What follows belongs to an exercise in optimizing a design on an open flow for small area; a production flow would make more cautious choices.
Function was checked by simulation only, so behaviour that the tests miss may differ from the original.
Power and IR drop assume default switching activity.

==> flow/design.v (excerpt) <==
module chen_unsigned_div (clk, rst_n, divide_en, dividend, divisor,
                          divide_error, divide_done, quotient, remainde);
Size in the first run: roughly 5100 cells after synthesis, roughly 130 I/O pins, about 44000 um^2 of cells after synthesis.
Settings: LEC_CHECK=0, CAP_MARGIN=20, CORE_MARGIN=2, CORE_UTILIZATION=50, CTS_CLUSTER_DIAMETER=80, CTS_CLUSTER_SIZE=25, SLEW_MARGIN=20, SYNTH_HIERARCHICAL=1; clock period 5.0 ns.
run.sh (not shown) runs the stock make flow with config.mk's settings and CLKGATE_MAP_FILE= SYNTH_SCRIPT=/design/flow/synth_recipe.tcl, a recipe that flattens the netlist after the stock synthesis.
Change:
GPL_TIMING_DRIVEN = 0   (was not set)
Outcome: Now the flow produced a layout that fails on negative setup slack. Area after synthesis does not change. Clock power shrinks by about 4%. Cell area is about the same. Wire length rose by 3.8%. Global-route usage barely changes. Via count decreases by 1.1%. Hold slack is better by 0.0042 ns. Maximum frequency came out lower by 5.1%.

---

Setup of old:
Another version of the RTL of chen_unsigned_div (not shown whole).
Size: about 7900 cells after synthesis, about 130 I/O pins, roughly 52000 µm² of cells after synthesis.
## chen_unsigned_div
module chen_unsigned_div (clk, rst_n, divide_en, dividend, divisor,
                          divide_error, divide_done, quotient, remainde);
Settings: LEC_CHECK=0, ABC_AREA=1, CAP_MARGIN=20, CORE_MARGIN=2, CORE_UTILIZATION=50, CTS_CLUSTER_DIAMETER=80, CTS_CLUSTER_SIZE=25, SLEW_MARGIN=20; clock period 5.0 ns.
The inputs of new differ from those of old as listed below.
- an added GPL_TIMING_DRIVEN of 0
--- outcome ---
new was carried through to the last stage, and its layout satisfied the timing, DRC and antenna checks. Higher placement-stage worst setup slack goes to old over new. Diff old -> new: number of buffers outside the clock class in the layout shrank by 17%, wire length grew by 6.9%. Going from old to new, number of buffers added by the clock tree synthesis step has decreased, number of non-clock inverters shows no meaningful change, setup clock skew after layout went up 0.012 ns, total power draw lost 0.30 mW, depth of the critical timing path with buffers and inverters included went up 28%. For old, the cell type of the slowest stage on the worst timing path was dfxtp_1, unlike new, where it was clkdlybuf4s50_1. Against old as the reference, new delivers a higher antenna diode instance count.

---

Another version of the RTL of chen_unsigned_div (not shown whole).
Size: about 8,300 cells after synthesis.
Design chen_unsigned_div, start of the top module:
module chen_unsigned_div (clk, rst_n, divide_en, dividend, divisor,
                          divide_error, divide_done, quotient, remainde);
  input         clk;
  input         rst_n;
  input         divide_en;
  input  [31:0] dividend;
  input  [31:0] divisor;
  output        divide_error;
  output        divide_done;
  output [31:0] quotient;
  output [31:0] remainde;
  wire [0:0] t0 = dividend[31];
  wire [0:0] g0_0 = ~t0 & divisor[0:0];
  wire [0:0] p0_0 = ~t0 | divisor[0:0];
  wire [1:0] b0 = {g0_0[0], 1'b0};
  wire [1:0] s0 = {b0[1], divisor[0:0] ^ b0[0:0]};
  wire q0 = ~s0[1] & ~|divisor[31:1];
  wire [0:0] r1 = t0 ^ ({1{q0}} & s0[0:0]);
  wire [31:0] x1 = {dividend[30:0], q0};
  wire [1:0] t1 = {r1, x1[31]};
  wire [1:0] g1_0 = ~t1 & divisor[1:0];
  wire [1:0] p1_0 = ~t1 | divisor[1:0];
  wire g1_1_1 = g1_0[1] | (p1_0[1] & g1_0[0]);
  wire p1_1_1 = p1_0[1] & p1_0[0];
  wire [2:0] b1 = {g1_1_1, g1_0[0], 1'b0};
  wire [2:0] s1 = {b1[2], divisor[1:0] ^ b1[1:0]};
  wire q1 = ~s1[2] & ~|divisor[31:2];
  wire [1:0] r2 = t1 ^ ({2{q1}} & s1[1:0]);
  wire [31:0] x2 = {x1[30:0], q1};
  wire [2:0] t2 = {r2, x2[31]};
  wire [2:0] g2_0 = ~t2 & divisor[2:0];
  wire [2:0] p2_0 = ~t2 | divisor[2:0];
  wire g2_1_1 = g2_0[1] | (p2_0[1] & g2_0[0]);
  wire p2_1_1 = p2_0[1] & p2_0[0];
  wire g2_2_2 = g2_0[2] | (p2_0[2] & g2_1_1);
  wire p2_2_2 = p2_0[2] & p2_1_1;
  wire [3:0] b2 = {g2_2_2, g2_1_1, g2_0[0], 1'b0};
  wire [3:0] s2 = {b2[3], divisor[2:0] ^ b2[2:0]};
  wire q2 = ~s2[3] & ~|divisor[31:3];
  wire [2:0] r3 = t2 ^ ({3{q2}} & s2[2:0]);
  wire [31:0] x3 = {x2[30:0], q2};
  wire [3:0] t3 = {r3, x3[31]};
  wire [3:0] g3_0 = ~t3 & divisor[3:0];
  wire [3:0] p3_0 = ~t3 | divisor[3:0];
  wire g3_1_1 = g3_0[1] | (p3_0[1] & g3_0[0]);
  wire p3_1_1 = p3_0[1] & p3_0[0];
  wire g3_1_3 = g3_0[3] | (p3_0[3] & g3_0[2]);
  ...
Settings: LEC_CHECK=0, ABC_AREA=1, CAP_MARGIN=20, CORE_MARGIN=2, CORE_UTILIZATION=65, PLACE_DENSITY=0.8, SLEW_MARGIN=20; clock period 5.0 ns.
The baseline produced a layout that fails on setup timing.
Then changed:
Settings changed: CORE_UTILIZATION 65 to 50, PLACE_DENSITY 0.8 to default.
What happened:
- The new run completed with no timing, DRC or antenna violations
- register-to-register slack improves by 0.23 ns
- sequential share of layout area shrinks by 0.43 points
- worst hold slack degrades by 0.014 ns
- final area grows by about 1.7%
- synthesized area stays the same
- wire length shrinks by 6.6%
- core utilization shrinks by 18 points

---

== main ==
chen_unsigned_div, a different RTL version from the one above (not shown whole).
Size in the first run: roughly 130 I/O pins, about 0.045 mm² of cells after synthesis.
Settings: LEC_CHECK=0, CAP_MARGIN=20, CORE_MARGIN=2, CORE_UTILIZATION=50, CTS_CLUSTER_DIAMETER=80, CTS_CLUSTER_SIZE=25, SLEW_MARGIN=20, SYNTH_HIERARCHICAL=1; clock period 5.0 ns.
[inputs] the feature branch vs main
==> flow/flow/run.sh (new file) <==
#!/bin/bash
# Own layout flow: the standard flow (standard.sh), except that synthesis
# runs with ABC_LOAD_IN_FF=1, so ABC sizes each mapped gate for a 1 fF load
# instead of the platform's 5 fF (the netlist's gate modules are single
# gates, and the larger load made ABC pick double-strength cells).  The
# registers, their names and cell types are those of the standard synthesis.
set -euo pipefail
work="$(pwd)"
sed -e 's#^make -C #make ABC_LOAD_IN_FF=1 -C #' standard.sh > "$work/standard_load1.sh"
grep -q 'ABC_LOAD_IN_FF=1' "$work/standard_load1.sh"
bash "$work/standard_load1.sh" synth > "$work/synth.log" 2>&1
bash standard.sh > "$work/layout.log" 2>&1
==> flow/standard.sh (new file) <==
#!/bin/bash
# synth_recipe.tcl (not shown) runs the flow's synth.tcl, then flattens the netlist and writes it again
# the make line also repeats each setting of config.mk as NAME=value (left out here)
make -C /OpenROAD-flow-scripts/flow DESIGN_CONFIG=/design/flow/config.mk WORK_HOME=/design/flow/orfs CLKGATE_MAP_FILE= SYNTH_SCRIPT=/design/flow/synth_recipe.tcl "${@:-finish}"
removed: flow/run.sh
[summary]
The feature branch: PASS, flow complete, no timing, DRC or antenna violations
For the feature branch, the destination of the critical timing path was r_5[14], unlike main, where it was r_5[5].
Area after synthesis shrinks by a few percent when moving from main to the feature branch.
From main to the feature branch the numbers moved as follows: non-clock buffer count grew by 122; wire length on met1 shrank by about 3%.

[port drivers added, routing unchanged]
Ports are ideal in the flow. The routed layouts listed here were re-timed in OpenROAD.
Step 1 (the two cells are an assumption about what drives the block):
set clk [get_ports {clk}]
set_driving_cell -lib_cell sky130_fd_sc_hd__clkbuf_16 $clk
set_driving_cell -lib_cell sky130_fd_sc_hd__buf_2 [delete_from_list [all_inputs] $clk]
Step 2 moves the port delays by t, midway between the first and last clock arrival at a register: inputs arrive t later, outputs are due t later. That takes back most of the time a late clock gives input paths.
Three values: no drivers, after step 1, after step 2; two values: the first two.
run | t (ns) | setup WS [ns] | hold WS [ns] | cell pins on the clock port's net
the first run of note 1 | 0.697 | 0.072 / 0.072 / -0.173 | 0.316 / 0.316 / 0.316 | 1
the second run of note 1 | 0.696 | -0.195 / -0.195 / -0.295 | 0.320 / 0.320 / 0.320 | 1
old | 0.746 | 0.442 / 0.442 / -0.192 | 0.329 / 0.329 / 0.329 | 1
new | 0.743 | 0.322 / 0.335 / -0.369 | 0.318 / 0.318 / 0.318 | 1
the first run of note 3 | 0.737 | -0.110 / -0.110 / -0.159 | 0.321 / 0.321 / 0.321 | 1
the second run of note 3 | 0.736 | 0.121 / 0.121 / 0.026 | 0.307 / 0.307 / 0.307 | 1
main | 0.696 | 0.160 / 0.160 / -0.154 | 0.326 / 0.326 / 0.326 | 1
the feature branch | 0.702 | 0.250 / 0.247 / -0.199 | 0.317 / 0.317 / 0.317 | 1
With both steps, setup timing fails in 5 of these runs, where it was met with ideal ports. For new, which loses most, drivers alone change the setup slack by +0.013 ns; drivers and shift together by -0.691 ns.
